Source: an optimization exercise on an open RTL-to-GDS flow (aim: small area and few clock cycles). Production flows keep margins and buffers that such runs may drop. In this exercise RTL edits were held to simulation tests only and were not proved equivalent to the original. The clock port is modelled as an ideal driver, which makes a skipped or thinned clock tree look cheaper than it is; a real chip needs a root buffer or a tree. Power figures rest on the tool's default switching activity, not on a simulated workload.

## ad9958_master
module ad9958_master(
    input         clock,
    input         reset_n,
    output        cs,
    output        sclk,
    output [3:0]  sdio,
    output        master_reset,
    output        io_update,
    input  [31:0] ftw_ch0,
    input  [31:0] ftw_ch1,
    input  [9:0]  asf_ch0,
    input  [9:0]  asf_ch1
);
   assign cs = 1'b0;
   assign master_reset = 1'b0;
   reg        sclk_r;
   reg [3:0]  n;
   reg        boot;
   reg        ch;
   reg        amp;
   wire last     = &n;
   wire need_iou = ch | (boot & amp);
   wire to_iou   = sclk_r & last & need_iou;
   wire restart  = (n[3:1] == 3'd0) | (last & ~need_iou);
   always @(posedge clock) begin
      if (~reset_n) begin
         sclk_r <= 1'b1;
         n      <= 4'd1;
         boot   <= 1'b1;
         ch     <= 1'b0;
         amp    <= 1'b0;
      end else if (~sclk_r) begin
         sclk_r <= 1'b1;
      end else begin
         sclk_r <= to_iou;
         if (restart)
            n <= boot ? 4'd8 : 4'd2;
         else if (~boot & amp & n == 4'd7)
            n <= 4'd12;
         else
            n <= n + 4'd1;
         if (last) begin
            {amp, ch} <= {amp, ch} + 2'd1;
            if (amp & ch)
               boot <= 1'b0;
         end
      end
   end
   wire [3:0] data_nib;
   ad9958_buffer data_buf(
      .clock(clock), .load(to_iou), .load_amp(~amp),
      .ftw_ch0(ftw_ch0), .ftw_ch1(ftw_ch1), .asf_ch0(asf_ch0), .asf_ch1(asf_ch1),
      .slot({ch, n[2:0]}), .nibble(data_nib));
   wire [2:0] k    = n[2:0];
   wire       hdr  = ~boot & ~n[3];
   wire       dat  = ~boot & n[3];
   wire       s1   = boot & ~amp & ch;
   wire       s2   = boot & amp & ~ch;
   wire       s3   = boot & amp & ch;
   wire       mark = amp & (k == 3'd4);
   wire       top0 = amp & (k[2:1] == 2'b10);
   wire [3:0] sdio_c;
   assign sdio_c[3] = (dat & ~top0 & data_nib[3])
                    | (hdr & ch & (k == 3'd4))
                    | (s2 & (k[2:1] == 2'b01));
   assign sdio_c[2] = (dat & ~top0 & data_nib[2])
                    | (hdr & (((k == 3'd4) & ~ch) | (k == 3'd5) | (k == 3'd7)));
   assign sdio_c[1] = (dat & ~mark & data_nib[1])
                    | (hdr & ((k == 3'd5) | ((k == 3'd7) & amp)))
                    | (s2 & (k == 3'd2))
                    | (s3 & (k == 3'd1));
  ...
For scale: about 200 cells after synthesis, about 94 I/O pins.
==> module ad9958_master, before the edit <==
module ad9958_master(
    input         clock,
    input         reset_n,
    output        cs,
    output        sclk,
    output [3:0]  sdio,
    output        master_reset,
    output        io_update,
    input  [31:0] ftw_ch0,
    input  [31:0] ftw_ch1,
    input  [9:0]  asf_ch0,
    input  [9:0]  asf_ch1
);
   assign cs = 1'b0;
   assign master_reset = 1'b0;
   reg        sclk_r;
   reg [3:0]  n;
   reg        boot;
   reg        ch;
   reg        amp;
   wire last     = &n;
   wire need_iou = ch | (boot & amp);
   wire to_iou   = sclk_r & last & need_iou;
   wire restart  = (n[3:1] == 3'd0) | (last & ~need_iou);
   always @(posedge clock) begin
      if (~reset_n) begin
         sclk_r <= 1'b1;
         n      <= 4'd1;
         boot   <= 1'b1;
         ch     <= 1'b0;
         amp    <= 1'b0;
      end else if (~sclk_r) begin
         sclk_r <= 1'b1;
      end else begin
         sclk_r <= to_iou;
         if (restart)
            n <= boot ? 4'd8 : 4'd2;
         else if (~boot & amp & n == 4'd7)
            n <= 4'd12;
         else
            n <= n + 4'd1;
         if (last) begin
            {amp, ch} <= {amp, ch} + 2'd1;
            if (amp & ch)
               boot <= 1'b0;
         end
      end
   end
   wire [3:0] data_nib;
   ad9958_buffer data_buf(
      .clock(clock), .load(to_iou), .load_amp(~amp),
      .ftw_ch0(ftw_ch0), .ftw_ch1(ftw_ch1), .asf_ch0(asf_ch0), .asf_ch1(asf_ch1),
      .slot({ch, n[2:0]}), .nibble(data_nib));
   wire [2:0] k    = n[2:0];
   wire       hdr  = ~boot & ~n[3];
   wire       dat  = ~boot & n[3];
   wire       s1   = boot & ~amp & ch;
   wire       s2   = boot & amp & ~ch;
   wire       s3   = boot & amp & ch;
   wire       mark = amp & (k == 3'd4);
   wire       top0 = amp & (k[2:1] == 2'b10);
   wire [3:0] sdio_c;
   assign sdio_c[3] = (dat & ~top0 & data_nib[3])
                    | (hdr & ch & (k == 3'd4))
                    | (s2 & (k[2:1] == 2'b01));
   assign sdio_c[2] = (dat & ~top0 & data_nib[2])
                    | (hdr & (((k == 3'd4) & ~ch) | (k == 3'd5) | (k == 3'd7)));
   assign sdio_c[1] = (dat & ~mark & data_nib[1])
                    | (hdr & ((k == 3'd5) | ((k == 3'd7) & amp)))
                    | (s2 & (k == 3'd2))
                    | (s3 & (k == 3'd1));
   assign sdio_c[0] = (dat & (mark | data_nib[0]))
                    | (s1 & ((k == 3'd0) | (k[1:0] == 2'b01) | (k == 3'd6)))
                    | (s2 & (k == 3'd1))
                    | (s3 & ((k == 3'd1) | (k == 3'd5)));
   assign sclk = sclk_r;
   assign sdio = sdio_c;
   assign io_update = sclk_r & (n == 4'd0);
endmodule
==> flow/config.mk <==
export PLATFORM = sky130hd
export DESIGN_NAME = ad9958_master
export DESIGN_NICKNAME = ad9958_master
export VERILOG_FILES = /design/flow/design.v
export SDC_FILE = /design/flow/constraint.sdc
export NUM_CORES = 4
export LEC_CHECK = 0
export CAP_MARGIN = 20
export CORE_MARGIN = 2
export CORE_UTILIZATION = 40
export SLEW_MARGIN = 20
==> flow/constraint.sdc <==
create_clock -name core_clock -period 5.0 [get_ports {clock}]
set_input_delay 1.0000 -clock core_clock [delete_from_list [all_inputs] [get_ports {clock}]]
set_output_delay 1.0000 -clock core_clock [all_outputs]
set_load 0.01 [all_outputs]
standard.sh (not shown) runs the stock make flow with config.mk's settings and CLKGATE_MAP_FILE= SYNTH_SCRIPT=/design/flow/synth_recipe.tcl, a recipe that flattens the netlist after the stock synthesis.
==> flow/flow/run.sh <==
#!/bin/bash
# Standard layout with these changes: synthesis maps logic with
# area-oriented ABC scripts (the smallest result of flow/*.abc) and without
# the adder step (flow/synth.tcl); the port buffers are plain buf_1 cells;
# clock tree synthesis adds no dummy loads, and its leaf level is then
# rebuilt with fewer buffers (flow/cts_merge.tcl).
set -euo pipefail
here=$(pwd)
bash standard.sh "SYNTH_SCRIPT=$here/flow/synth.tcl" \
  "ADDER_MAP_FILE=" \
  "POST_CTS_TCL=$here/flow/cts_merge.tcl" \
  "CTS_ARGS=-sink_clustering_enable -repair_clock_nets -dont_use_dummy_load" \
  "BUFFER_PORTS_ARGS=-buffer_cell sky130_fd_sc_hd__buf_1" \
  finish > flow_make.log 2>&1
Other scripts of this flow, unchanged in this note and not shown: flow/flow/a1.abc, flow/flow/a10.abc, flow/flow/a11.abc, flow/flow/a12.abc, flow/flow/a13.abc, flow/flow/a14.abc, flow/flow/a2.abc, flow/flow/a3.abc, flow/flow/a4.abc, flow/flow/a5.abc, flow/flow/a6.abc, flow/flow/a7.abc, flow/flow/a8.abc, flow/flow/a9.abc, flow/flow/b1.abc, flow/flow/b2.abc, flow/flow/b3.abc, flow/flow/b4.abc, flow/flow/b5.abc, flow/flow/b6.abc, flow/flow/b8.abc, flow/flow/b9.abc, flow/flow/cts_merge.tcl, flow/flow/synth.tcl
Testbench counts at the start, summed over its fixed seeds: cycles 12,162.
Rerun with:
==> flow/design.v (replaced) <==
`timescale 1ns / 1ps
module ad9958_buffer(
    input         clock,
    input         load,
    input         load_amp,
    input  [31:0] ftw_ch0,
    input  [31:0] ftw_ch1,
    input  [9:0]  asf_ch0,
    input  [9:0]  asf_ch1,
    input  [3:0]  slot,
    output [3:0]  nibble
);
   reg [63:0] buf_r;
   always @(posedge clock) begin
      if (load) begin
         buf_r[63:42] <= ftw_ch0[31:10];
         buf_r[31:10] <= ftw_ch1[31:10];
         buf_r[41:32] <= load_amp ? asf_ch0 : ftw_ch0[9:0];
         buf_r[9:0]   <= load_amp ? asf_ch1 : ftw_ch1[9:0];
      end
   end
   assign nibble = buf_r[{~slot, 2'b00} +: 4];
endmodule
`timescale 1ns / 1ps
module ad9958_master(
    input         clock,
    input         reset_n,
    output        cs,
    output        sclk,
    output [3:0]  sdio,
    output        master_reset,
    output        io_update,
    input  [31:0] ftw_ch0,
    input  [31:0] ftw_ch1,
    input  [9:0]  asf_ch0,
    input  [9:0]  asf_ch1
);
   assign cs = 1'b0;
   assign master_reset = 1'b0;
   reg        sclk_r;
   reg [3:0]  n;
   reg        boot;
   reg        ch;
   reg        amp;
   wire last     = (n == 4'd0);
   wire need_iou = ch | (boot & amp);
   wire to_iou   = sclk_r & last & need_iou;
   wire restart  = (n[3:1] == 3'b111) | (last & ~need_iou);
   always @(posedge clock) begin
      if (~reset_n) begin
         sclk_r <= 1'b1;
         n      <= 4'd14;
         boot   <= 1'b1;
         ch     <= 1'b0;
         amp    <= 1'b0;
      end else if (~sclk_r) begin
         sclk_r <= 1'b1;
      end else begin
         sclk_r <= to_iou;
         if (restart)
            n <= boot ? 4'd7 : 4'd13;
         else if (~boot & amp & n == 4'd8)
            n <= 4'd3;
         else
            n <= n - 4'd1;
         if (last) begin
            {amp, ch} <= {amp, ch} + 2'd1;
            if (amp & ch)
               boot <= 1'b0;
         end
      end
   end
   wire [3:0] data_nib;
   ad9958_buffer data_buf(
      .clock(clock), .load(to_iou), .load_amp(~amp),
      .ftw_ch0(ftw_ch0), .ftw_ch1(ftw_ch1), .asf_ch0(asf_ch0), .asf_ch1(asf_ch1),
      .slot({ch, ~n[2:0]}), .nibble(data_nib));
   wire [2:0] j    = ~n[2:0];
   wire       hdr  = ~boot & n[3];
   wire       dat  = ~boot & ~n[3];
   wire       s1   = boot & ~amp & ch;
   wire       s2   = boot & amp & ~ch;
   wire       s3   = boot & amp & ch;
   wire       mark = amp & (j == 3'd4);
   wire       top0 = amp & (j[2:1] == 2'b10);
   wire [3:0] sdio_c;
   assign sdio_c[3] = (dat & ~top0 & data_nib[3])
                    | (hdr & ch & (j == 3'd4))
                    | (s2 & (j[2:1] == 2'b01));
   assign sdio_c[2] = (dat & ~top0 & data_nib[2])
                    | (hdr & (((j == 3'd4) & ~ch) | (j == 3'd5) | (j == 3'd7)));
   assign sdio_c[1] = (dat & ~mark & data_nib[1])
                    | (hdr & ((j == 3'd5) | ((j == 3'd7) & amp)))
                    | (s2 & (j == 3'd2))
                    | (s3 & (j == 3'd1));
   assign sdio_c[0] = (dat & (mark | data_nib[0]))
                    | (s1 & ((j == 3'd0) | (j[1:0] == 2'b01) | (j == 3'd6)))
                    | (s2 & (j == 3'd1))
                    | (s3 & ((j == 3'd1) | (j == 3'd5)));
   assign sclk = sclk_r;
   assign sdio = sdio_c;
   assign io_update = sclk_r & (n == 4'd15);
endmodule
Worst setup slack got worse by 330 ps.
Worst hold slack got worse by 61 ps.
Sequential share of layout area rises by 0.15 points.
Clock skew is higher by 14 ps.
Sequential power stays flat.
Wire length rises by 3.0%.
Final cell count rose by 0.74%.
Utilization decreases by 0.12 points.
Area after synthesis stays the same.
Die area stays the same.
Design area is about the same.
Global-route usage went up by 0.14 points.
Via count is higher by 3.7%.
Testbench counts after the change, summed over its fixed seeds: cycles 12,162.
In every run of this note, the design's own scripts or RTL, not TritonCTS, make the clock network.

[re-timing with driven ports]
In the flow no input, the clock included, has a driving cell. The finished layouts below were timed again as built, in two steps.
Step 1 (the two cells are an assumption about what drives the block):
set clk [get_ports {clock}]
set_driving_cell -lib_cell sky130_fd_sc_hd__clkbuf_16 $clk
set_driving_cell -lib_cell sky130_fd_sc_hd__buf_2 [delete_from_list [all_inputs] $clk]
Step 2 adds t to the input delays and takes it off the output delays; t is the mean of the earliest and latest rising clock arrival at the registers after step 1. Input paths then give back, and output paths get back, about the clock's delay inside the block.
Slacks: ideal ports / drivers / drivers and shift; pairs: ideal ports / drivers.
| run | shift t [ns] | setup slack, ns | latest minus earliest clock arrival (ns) | cell pins on the clock port's net |
|---|---|---|---|---|
| the first run | 0.475 | 1.220 / 1.193 / 1.668 | 0.019 / 0.020 | 1 |
| the second run | 0.536 | 0.890 / 0.863 / 1.399 | 0.033 / 0.032 | 1 |
After both steps every run listed still meets setup and hold.
